What follows belongs to an exercise in optimizing a design on an open flow for small area; a production flow would make more cautious choices.
RTL that was checked went through simulation tests only; none was proved equivalent to the original.
The clock port is modelled as an ideal driver, which makes a skipped or thinned clock tree look cheaper than it is; a real chip needs a root buffer or a tree.
Power and IR drop assume default switching activity.

==> inputs of run G <==
==> flow/design.v (excerpt) <==
module seg_595_dynamic
(
    input wire sys_clk,
    input wire sys_rst_n,
    input wire [13:0] data,
    input wire [3:0] point,
    input wire seg_en,
    input wire sign,
    output wire stcp,
    output wire shcp,
    output wire ds,
    output wire oe
);
seg_dynamic seg_dynamic_inst
(
    .sys_clk(sys_clk),
    .sys_rst_n(sys_rst_n),
    .data(data),
    .point(point),
    .seg_en(seg_en),
    .sign(sign),
    .stcp(stcp),
    .shcp(shcp),
    .ds(ds)
);
assign oe = ~sys_rst_n;
endmodule
==> module seg_dynamic, before the edit <==
module seg_dynamic
(
    input wire sys_clk,
    input wire sys_rst_n,
    input wire [13:0] data,
    input wire [3:0] point,
    input wire seg_en,
    input wire sign,
    output wire stcp,
    output reg shcp,
    output reg ds
);
reg [1:0]  a2;
reg [3:0]  m;
wire [3:0] a = {m[1:0], a2};    
reg [11:0] w;
reg [2:0]  cs;     
wire wtop = w[11] & w[10] & w[5] & w[4];    
wire wend = wtop & w[2];                    
wire ewin = wtop & ~w[2];                   
wire [1:0] wl = w[1:0];
wire [11:0] winc = w + 1'b1;    
always @(posedge sys_clk or negedge sys_rst_n)
    if (!sys_rst_n) begin
        a2 <= 2'd1;
        m <= 4'd0;
        w <= 12'd3124;
    end else begin
        a2 <= a2 + 1'b1;
        if (a2 == 2'd3)
            m <= (m == 4'd11) ? 4'd0 : m + 1'b1;
        if (a == 4'd15)
            w <= winc & ~({12{wend}} & 12'b1100_0011_0101);
    end
wire flag = wend & (a == 4'd0);    
always @(posedge sys_clk or negedge sys_rst_n)
    if (!sys_rst_n)
        cs <= 3'd0;
    else if (flag)
        cs <= (cs == 3'd5) ? 3'd0 : cs + 1'b1;
wire codd = cs[0];
reg [15:0] r;
reg [3:0]  rem;
reg        qf;     
reg        pf;     
wire [1:0] W = wl;
wire load  = ewin & (a == 4'd2) & (W == {1'b0, ~codd});
wire start = ewin & (((W == 2'd0) & (a == 4'd3)) | ((W == 2'd1) & (a == 4'd3)) |
                     ((W == 2'd2) & (a == 4'd2)) | ((W == 2'd3) & (a == 4'd1)));
wire tap16 = ewin & ((W == 2'd0) | ((W == 2'd1) & (a < 4'd3)));
reg  rot;
always @(*)
    case (cs)
        3'd0: rot = ewin & ((W != 2'd3) | (a == 4'd0));
        3'd1: rot = ewin & (~W[1] | ((W == 2'd2) & (a < 4'd2)));
        default: rot = 1'b0;
    endcase
wire       top  = tap16 ? r[15] : r[14];
wire [3:0] rin  = (start | ~ewin) ? 4'd0 : rem;
wire       qbit = rin[3] | (rin[2] & (rin[1] | rin[0]));    
reg  [2:0] rm5;                                             
always @(*)
    case (rin)
        4'd0, 4'd5: rm5 = 3'd0;
        4'd1, 4'd6: rm5 = 3'd1;
        4'd2, 4'd7: rm5 = 3'd2;
        4'd3, 4'd8: rm5 = 3'd3;
        4'd4, 4'd9: rm5 = 3'd4;
        default:    rm5 = {1'b0, rin[1:0]};
    endcase
always @(posedge sys_clk) begin
    r   <= {r[14:0], rot ? top : qbit} | {2'b00, {14{load}} & data};
    rem <= {rm5, top};
    qf  <= start ? qbit : (qf | qbit);
    if (start)
        pf <= (rem != 4'd0);
end
wire [3:0] pc = {point[3], |point[3:2], |point[3:1], |point[3:0]};    
reg  kc, kl;
always @(*)
    case (cs)
        3'd1: begin kc = pc[1]; kl = pc[0]; end
        3'd2: begin kc = pc[2]; kl = pc[1]; end
        default: begin kc = pc[3]; kl = pc[2]; end
    endcase
reg kc_d, z_d;
always @(posedge sys_clk) begin
    kc_d <= kc;
    z_d  <= (pf | kl) & sign;    
end
wire show = (cs[1:0] == 2'd0) | qf | (rem != 4'd0) | kc_d;
wire [3:0] nib = cs[2] ? 4'd0 : show ? rem : {3'b101, ~z_d};
reg [3:0] dd;
reg       dot;
always @(posedge sys_clk or negedge sys_rst_n)
    if (!sys_rst_n) begin
        dd  <= 4'd0;
        dot <= 1'b1;
    end else if (flag) begin
        if (seg_en)
            dd <= nib;
        dot <= (cs[2]) ? 1'b1 : ~point[cs[1:0]];
    end
reg [7:0] seg;
always @(*)
    case (dd)
        4'd0: seg = {dot, 7'b100_0000};
        4'd1: seg = {dot, 7'b111_1001};
        4'd2: seg = {dot, 7'b010_0100};
        4'd3: seg = {dot, 7'b011_0000};
        4'd4: seg = {dot, 7'b001_1001};
        4'd5: seg = {dot, 7'b001_0010};
        4'd6: seg = {dot, 7'b000_0010};
        4'd7: seg = {dot, 7'b111_1000};
        4'd8: seg = {dot, 7'b000_0000};
        4'd9: seg = {dot, 7'b001_0000};
        4'd10: seg = 8'b1011_1111;
        4'd11: seg = 8'b1111_1111;
        default: seg = 8'b1100_0000;
    endcase
wire [3:0] sel = (cs == 3'd1) ? 4'b0001 :
                 (cs == 3'd2) ? 4'b0010 :
                 (cs == 3'd3) ? 4'b0100 :
                 (cs == 3'd4) ? 4'b1000 : 4'b0000;
wire [11:0] frame = {seg[0], seg[1], seg[2], seg[3], seg[4], seg[5], seg[6], seg[7], sel};
reg ds_pre;    
always @(posedge sys_clk)
    ds_pre <= frame[m];
always @(posedge sys_clk or negedge sys_rst_n)
    if (!sys_rst_n) begin
        ds   <= 1'b0;
        shcp <= 1'b0;
    end else begin
        if ((a2 == 2'd1) & shcp)    
            ds <= ds_pre;
        shcp <= a2[1] ~^ a2[0];    
    end
assign stcp = shcp & (a2 == 2'd1) & (m == 4'd0);
endmodule
==> flow/config.mk <==
export PLATFORM = sky130hd
export DESIGN_NAME = seg_595_dynamic
export DESIGN_NICKNAME = seg_595_dynamic
export VERILOG_FILES = /design/flow/design.v
export SDC_FILE = /design/flow/constraint.sdc
export NUM_CORES = 4
export LEC_CHECK = 0
export CAP_MARGIN = 20
export CORE_MARGIN = 2
export CORE_UTILIZATION = 60
export SLEW_MARGIN = 20
==> flow/constraint.sdc <==
create_clock -name core_clock -period 10.0 [get_ports {sys_clk}]
set_input_delay 2.0000 -clock core_clock [delete_from_list [all_inputs] [get_ports {sys_clk}]]
set_output_delay 2.0000 -clock core_clock [all_outputs]
set_load 0.01 [all_outputs]
standard.sh (not shown) runs the stock make flow with config.mk's settings and CLKGATE_MAP_FILE= SYNTH_SCRIPT=/design/flow/synth_recipe.tcl, a recipe that flattens the netlist after the stock synthesis.
==> flow/flow/run.sh <==
#!/bin/bash
set -euo pipefail
export BUFFER_PORTS_ARGS="-buffer_cell sky130_fd_sc_hd__buf_1"
export CTS_ARGS="-sink_clustering_enable -sink_clustering_size 60 -sink_clustering_max_diameter 500 -repair_clock_nets -dont_use_dummy_load -buf_list {sky130_fd_sc_hd__clkbuf_16}"
bash standard.sh > standard_flow.log 2>&1
==> inputs of run K, as changes to run G <==
--- a/flow/design.v
+++ b/flow/design.v
@@ -20,5 +20,4 @@
 wire ewin = wtop & ~w[2];                   
 wire [1:0] wl = w[1:0];
-wire [11:0] winc = w + 1'b1;    
 always @(posedge sys_clk or negedge sys_rst_n)
     if (!sys_rst_n) begin
@@ -31,5 +30,5 @@
             m <= (m == 4'd11) ? 4'd0 : m + 1'b1;
         if (a == 4'd15)
-            w <= winc & ~({12{wend}} & 12'b1100_0011_0101);
+            w <= wend ? 12'd0 : w + 1'b1;
     end
 wire flag = wend & (a == 4'd0);    
@@ -84,11 +83,12 @@
         default: begin kc = pc[3]; kl = pc[2]; end
     endcase
-reg kc_d, z_d;
+reg kc_d, kls_d, sg_d;
 always @(posedge sys_clk) begin
-    kc_d <= kc;
-    z_d  <= (pf | kl) & sign;    
+    kc_d  <= kc;
+    kls_d <= kl & sign;
+    sg_d  <= sign;
 end
 wire show = (cs[1:0] == 2'd0) | qf | (rem != 4'd0) | kc_d;
-wire [3:0] nib = cs[2] ? 4'd0 : show ? rem : {3'b101, ~z_d};
+wire [3:0] nib = cs[2] ? 4'd0 : show ? rem : {3'b101, ~(kls_d | (pf & sg_d))};
 reg [3:0] dd;
 reg       dot;
@@ -124,15 +124,15 @@
                  (cs == 3'd4) ? 4'b1000 : 4'b0000;
 wire [11:0] frame = {seg[0], seg[1], seg[2], seg[3], seg[4], seg[5], seg[6], seg[7], sel};
-reg ds_pre;    
-always @(posedge sys_clk)
-    ds_pre <= frame[m];
+reg ds_pre;
 always @(posedge sys_clk or negedge sys_rst_n)
     if (!sys_rst_n) begin
-        ds   <= 1'b0;
-        shcp <= 1'b0;
+        ds_pre <= 1'b0;
+        ds     <= 1'b0;
+        shcp   <= 1'b0;
     end else begin
-        if ((a2 == 2'd1) & shcp)    
+        ds_pre <= frame[m];
+        if (a[1:0] == 2'd1)
             ds <= ds_pre;
-        shcp <= a2[1] ~^ a2[0];    
+        shcp <= a[1] ~^ a[0];
     end
 assign stcp = shcp & (a2 == 2'd1) & (m == 4'd0);
==> flow/flow/run.sh (replaced) <==
#!/bin/bash
set -euo pipefail
export BUFFER_PORTS_ARGS="-buffer_cell sky130_fd_sc_hd__buf_1"
export CTS_ARGS="-sink_clustering_enable -repair_clock_nets -dont_use_dummy_load -buf_list {sky130_fd_sc_hd__clkbuf_8}"
bash standard.sh > standard_flow.log 2>&1
==> inputs of run P, as changes to run G <==
--- a/flow/design.v
+++ b/flow/design.v
@@ -38,6 +38,12 @@
         cs <= 3'd0;
     else if (flag)
-        cs <= (cs == 3'd5) ? 3'd0 : cs + 1'b1;
-wire codd = cs[0];
+        cs <= {cs[1:0], ~cs[2]};
+wire s0 = ~cs[2] & ~cs[0];
+wire s1 = ~cs[1] &  cs[0];
+wire s2 = ~cs[2] &  cs[1];
+wire s3 =  cs[2] &  cs[0];
+wire s4 =  cs[1] & ~cs[0];
+wire shi = cs[2] & ~cs[0];           
+wire codd = cs[2] ^ cs[1] ^ cs[0];
 reg [15:0] r;
 reg [3:0]  rem;
@@ -51,25 +57,31 @@
 reg  rot;
 always @(*)
-    case (cs)
-        3'd0: rot = ewin & ((W != 2'd3) | (a == 4'd0));
-        3'd1: rot = ewin & (~W[1] | ((W == 2'd2) & (a < 4'd2)));
+    case (1'b1)
+        s0: rot = ewin & ((W != 2'd3) | (a == 4'd0));
+        s1: rot = ewin & (~W[1] | ((W == 2'd2) & (a < 4'd2)));
         default: rot = 1'b0;
     endcase
 wire       top  = tap16 ? r[15] : r[14];
 wire [3:0] rin  = (start | ~ewin) ? 4'd0 : rem;
-wire       qbit = rin[3] | (rin[2] & (rin[1] | rin[0]));    
-reg  [2:0] rm5;                                             
+wire [2:0] ru   = rin[3:1];
+wire       qbit = ru[0] ^ rin[0];                           
+reg  [2:0] un;                                              
 always @(*)
-    case (rin)
-        4'd0, 4'd5: rm5 = 3'd0;
-        4'd1, 4'd6: rm5 = 3'd1;
-        4'd2, 4'd7: rm5 = 3'd2;
-        4'd3, 4'd8: rm5 = 3'd3;
-        4'd4, 4'd9: rm5 = 3'd4;
-        default:    rm5 = {1'b0, rin[1:0]};
+    case ({ru, top})
+        4'b000_0: un = 3'd0;
+        4'b000_1: un = 3'd1;
+        4'b001_0: un = 3'd2;
+        4'b001_1: un = 3'd3;
+        4'b010_0: un = 3'd4;
+        4'b010_1: un = 3'd0;
+        4'b011_0: un = 3'd1;
+        4'b011_1: un = 3'd2;
+        4'b100_0: un = 3'd3;
+        4'b100_1: un = 3'd4;
+        default:  un = {2'b00, top};
     endcase
 always @(posedge sys_clk) begin
     r   <= {r[14:0], rot ? top : qbit} | {2'b00, {14{load}} & data};
-    rem <= {rm5, top};
+    rem <= {un, top};
     qf  <= start ? qbit : (qf | qbit);
     if (start)
@@ -79,7 +91,7 @@
 reg  kc, kl;
 always @(*)
-    case (cs)
-        3'd1: begin kc = pc[1]; kl = pc[0]; end
-        3'd2: begin kc = pc[2]; kl = pc[1]; end
+    case (1'b1)
+        s1: begin kc = pc[1]; kl = pc[0]; end
+        s2: begin kc = pc[2]; kl = pc[1]; end
         default: begin kc = pc[3]; kl = pc[2]; end
     endcase
@@ -89,6 +101,6 @@
     z_d  <= (pf | kl) & sign;    
 end
-wire show = (cs[1:0] == 2'd0) | qf | (rem != 4'd0) | kc_d;
-wire [3:0] nib = cs[2] ? 4'd0 : show ? rem : {3'b101, ~z_d};
+wire show = s0 | qf | (rem != 4'd0) | kc_d;
+wire [3:0] nib = shi ? 4'd0 : show ? rem : {3'b111, ~z_d};    
 reg [3:0] dd;
 reg       dot;
@@ -100,27 +112,23 @@
         if (seg_en)
             dd <= nib;
-        dot <= (cs[2]) ? 1'b1 : ~point[cs[1:0]];
+        dot <= ~((s0 & point[0]) | (s1 & point[1]) | (s2 & point[2]) | (s3 & point[3]));
     end
-reg [7:0] seg;
+reg [7:0] seg;    
 always @(*)
     case (dd)
-        4'd0: seg = {dot, 7'b100_0000};
-        4'd1: seg = {dot, 7'b111_1001};
-        4'd2: seg = {dot, 7'b010_0100};
-        4'd3: seg = {dot, 7'b011_0000};
-        4'd4: seg = {dot, 7'b001_1001};
-        4'd5: seg = {dot, 7'b001_0010};
-        4'd6: seg = {dot, 7'b000_0010};
-        4'd7: seg = {dot, 7'b111_1000};
-        4'd8: seg = {dot, 7'b000_0000};
-        4'd9: seg = {dot, 7'b001_0000};
-        4'd10: seg = 8'b1011_1111;
-        4'd11: seg = 8'b1111_1111;
-        default: seg = 8'b1100_0000;
+        4'b0000: seg = {dot, 7'b100_0000};    
+        4'b0011: seg = {dot, 7'b111_1001};    
+        4'b0100: seg = {dot, 7'b010_0100};    
+        4'b0111: seg = {dot, 7'b011_0000};    
+        4'b1000: seg = {dot, 7'b001_1001};    
+        4'b0001: seg = {dot, 7'b001_0010};    
+        4'b0010: seg = {dot, 7'b000_0010};    
+        4'b0101: seg = {dot, 7'b111_1000};    
+        4'b0110: seg = {dot, 7'b000_0000};    
+        4'b1001: seg = {dot, 7'b001_0000};    
+        4'b1110: seg = 8'b1011_1111;          
+        default: seg = 8'b1111_1111;          
     endcase
-wire [3:0] sel = (cs == 3'd1) ? 4'b0001 :
-                 (cs == 3'd2) ? 4'b0010 :
-                 (cs == 3'd3) ? 4'b0100 :
-                 (cs == 3'd4) ? 4'b1000 : 4'b0000;
+wire [3:0] sel = {s4, s3, s2, s1};
 wire [11:0] frame = {seg[0], seg[1], seg[2], seg[3], seg[4], seg[5], seg[6], seg[7], sel};
 reg ds_pre;    
==> flow/flow/run.sh (replaced) <==
#!/bin/bash
set -euo pipefail
export BUFFER_PORTS_ARGS="-buffer_cell sky130_fd_sc_hd__buf_1"
export CLK_GROUPS=3
export CLK_GROUP_CELL=sky130_fd_sc_hd__clkbuf_8
export PRE_CTS_TCL="$(pwd)/flow/clk_groups.tcl"
bash standard.sh > standard_flow.log 2>&1
==> flow/flow/clk_groups.tcl (new file) <==
# Sourced before CTS: the clock tree becomes a few clock buffers driven
# straight from the clock port, each feeding one group of nearby registers.
# CLK_GROUPS (number of groups) and CLK_GROUP_CELL (buffer) come from run.sh.
rename clock_tree_synthesis __std_clock_tree_synthesis
proc clock_tree_synthesis { args } {
  set k $::env(CLK_GROUPS)
  set cell $::env(CLK_GROUP_CELL)
  set block [ord::get_db_block]
  set net [$block findNet sys_clk]
  set sinks {}
  foreach it [$net getITerms] {
    set inst [$it getInst]
    set loc [$inst getLocation]
    lappend sinks [list [lindex $loc 0] [lindex $loc 1] [$inst getName] [[$it getMTerm] getName]]
  }
  set n [llength $sinks]
  # groups: k stripes by x, or a 2x2 grid for k = 4
  set groups {}
  if { $k == 4 } {
    set byx [lsort -integer -index 0 $sinks]
    set half [expr {$n / 2}]
    foreach part [list [lrange $byx 0 [expr {$half - 1}]] [lrange $byx $half end]] {
      set byy [lsort -integer -index 1 $part]
      set h2 [expr {[llength $byy] / 2}]
      lappend groups [lrange $byy 0 [expr {$h2 - 1}]] [lrange $byy $h2 end]
    }
  } else {
    set byx [lsort -integer -index 0 $sinks]
    for {set g 0} {$g < $k} {incr g} {
      set lo [expr {$g * $n / $k}]
      set hi [expr {($g + 1) * $n / $k - 1}]
      lappend groups [lrange $byx $lo $hi]
    }
  }
  set g 0
  foreach grp $groups {
    set sx 0; set sy 0; set pins {}
    foreach s $grp {
      set sx [expr {$sx + [lindex $s 0]}]
      set sy [expr {$sy + [lindex $s 1]}]
      lappend pins [get_pins "[lindex $s 2]/[lindex $s 3]"]
    }
    set m [llength $grp]
    set x [expr {$sx / $m / 1000.0}]
    set y [expr {$sy / $m / 1000.0}]
    puts "clk_groups: group $g of $m registers, $cell at $x $y"
    insert_buffer -buffer_cell $cell -net sys_clk -load_pins $pins \
      -location [list $x $y] -buffer_name clkbuf_g$g -net_name clknet_g$g
    incr g
  }
  set_propagated_clock [all_clocks]
}
--- a/flow/config.mk
+++ b/flow/config.mk
@@ -8,4 +8,4 @@
 export CAP_MARGIN = 20
 export CORE_MARGIN = 2
-export CORE_UTILIZATION = 60
+export CORE_UTILIZATION = 75
 export SLEW_MARGIN = 20
==> impl_metrics.csv <==
group,metric,value,unit
power,clk-power,108,uW
cts,cts_buffer_depth,2,
cells_and_area,area_growth,6.14,%
drt,wl_met2,2510,microns
worst_setup_path,crit_path_max_fanout,30,
logic_synthesis,yosysSeqAreaShare,0.463,
logic_synthesis,synthDistinctLibCells,56,
status,outcome,"no timing/DRC/antenna violations",
logic_synthesis,synthXorXnorAreaFrac,0.0423,
floorplan,nWellTaps,52,
power,ir_worst_vdd,87.6,uV
power,p_per_area,117,nW/um^2
cells_and_area,fin_area,2850,sq um
cells_and_area,drive_above_1_share,0.105,
Source of the figures above: run K

==> impl_metrics.csv <==
group,metric,value,unit
status,outcome,"no timing/DRC/antenna violations",
cells_and_area,fin_area,2880,sq um
floorplan,die_w,70.7,microns
logic_synthesis,synthXorXnorAreaFrac,0.0328,
worst_setup_path,crit_path_max_fanout,29,
sta,timing.fmax,217,MHz
drt,first_pass_iters,4,
floorplan,nWellTaps,52,
min_path,hold_path.class,"reg -> reg",
logic_synthesis,yosysSeqAreaShare,0.457,
logic_synthesis,synthDistinctLibCells,55,
power,clk-power,152,uW
power,p_per_area,130,nW/um^2
cells_and_area,drive_above_1_share,0.0890,
cts,cts_buffer_depth,2,
cells_and_area,area_growth,7.78,%
Source of the figures above: run G

==> impl_metrics.csv <==
group,metric,value,unit
cells_and_area,area_growth,6.74,%
logic_synthesis,synth_fa_ha_area_frac,0.0541,
worst_setup_path,crit_slowest_cell,"buf_4",
worst_setup_path,crit_path_max_fanout,29,
cells_and_area,fin_area,2720,sq um
floorplan,nWellTaps,46,
status,outcome,"no timing/DRC/antenna violations",
power,clk-power,79.3,uW
drt,highest_layer,"met4",
min_path,hold_depth,0,
power,p_per_area,111,nW/um^2
logic_synthesis,async_flop_share,0.528,
logic_synthesis,synthXorXnorAreaFrac,0.0413,
grt,grt_pass1_wl,8000,microns
power,ir_worst_vdd,138,uV
Source of the figures above: run P

No functional check of the RTL was part of run G and run K. The clock cells of run P come from the design's own scripts or RTL, not from TritonCTS.

==> static timing again, ports no longer ideal <==
The results above use ideal ports. As a check the final layouts listed here were re-extracted and re-timed, cells and wires unchanged. Step 1, drivers: a clkbuf_16 drives sys_clk and a buf_2 each remaining input, both assumed. Step 2 also shifts input and output timing later by t, the mid clock arrival at the registers, as if the neighbouring blocks saw the same clock. Slacks: ideal / step 1 / step 2; pairs: ideal / step 1.
run | t, ns | setup slack, ns | hold WS [ns] | slew at the worst register clock pin (ns)
run G | 0.307 | 5.384 / 5.362 / 5.362 | 0.328 / 0.328 / 0.328 | 0.07 / 0.07
run K | 0.321 | 5.375 / 5.352 / 5.352 | 0.333 / 0.333 / 0.333 | 0.09 / 0.09
run P | 0.199 | 5.393 / 5.371 / 5.371 | 0.336 / 0.336 / 0.336 | 0.11 / 0.11
After both steps every run listed still meets setup and hold. For run K, which loses most, drivers alone change the setup slack by -0.023 ns; drivers and shift together by -0.023 ns.
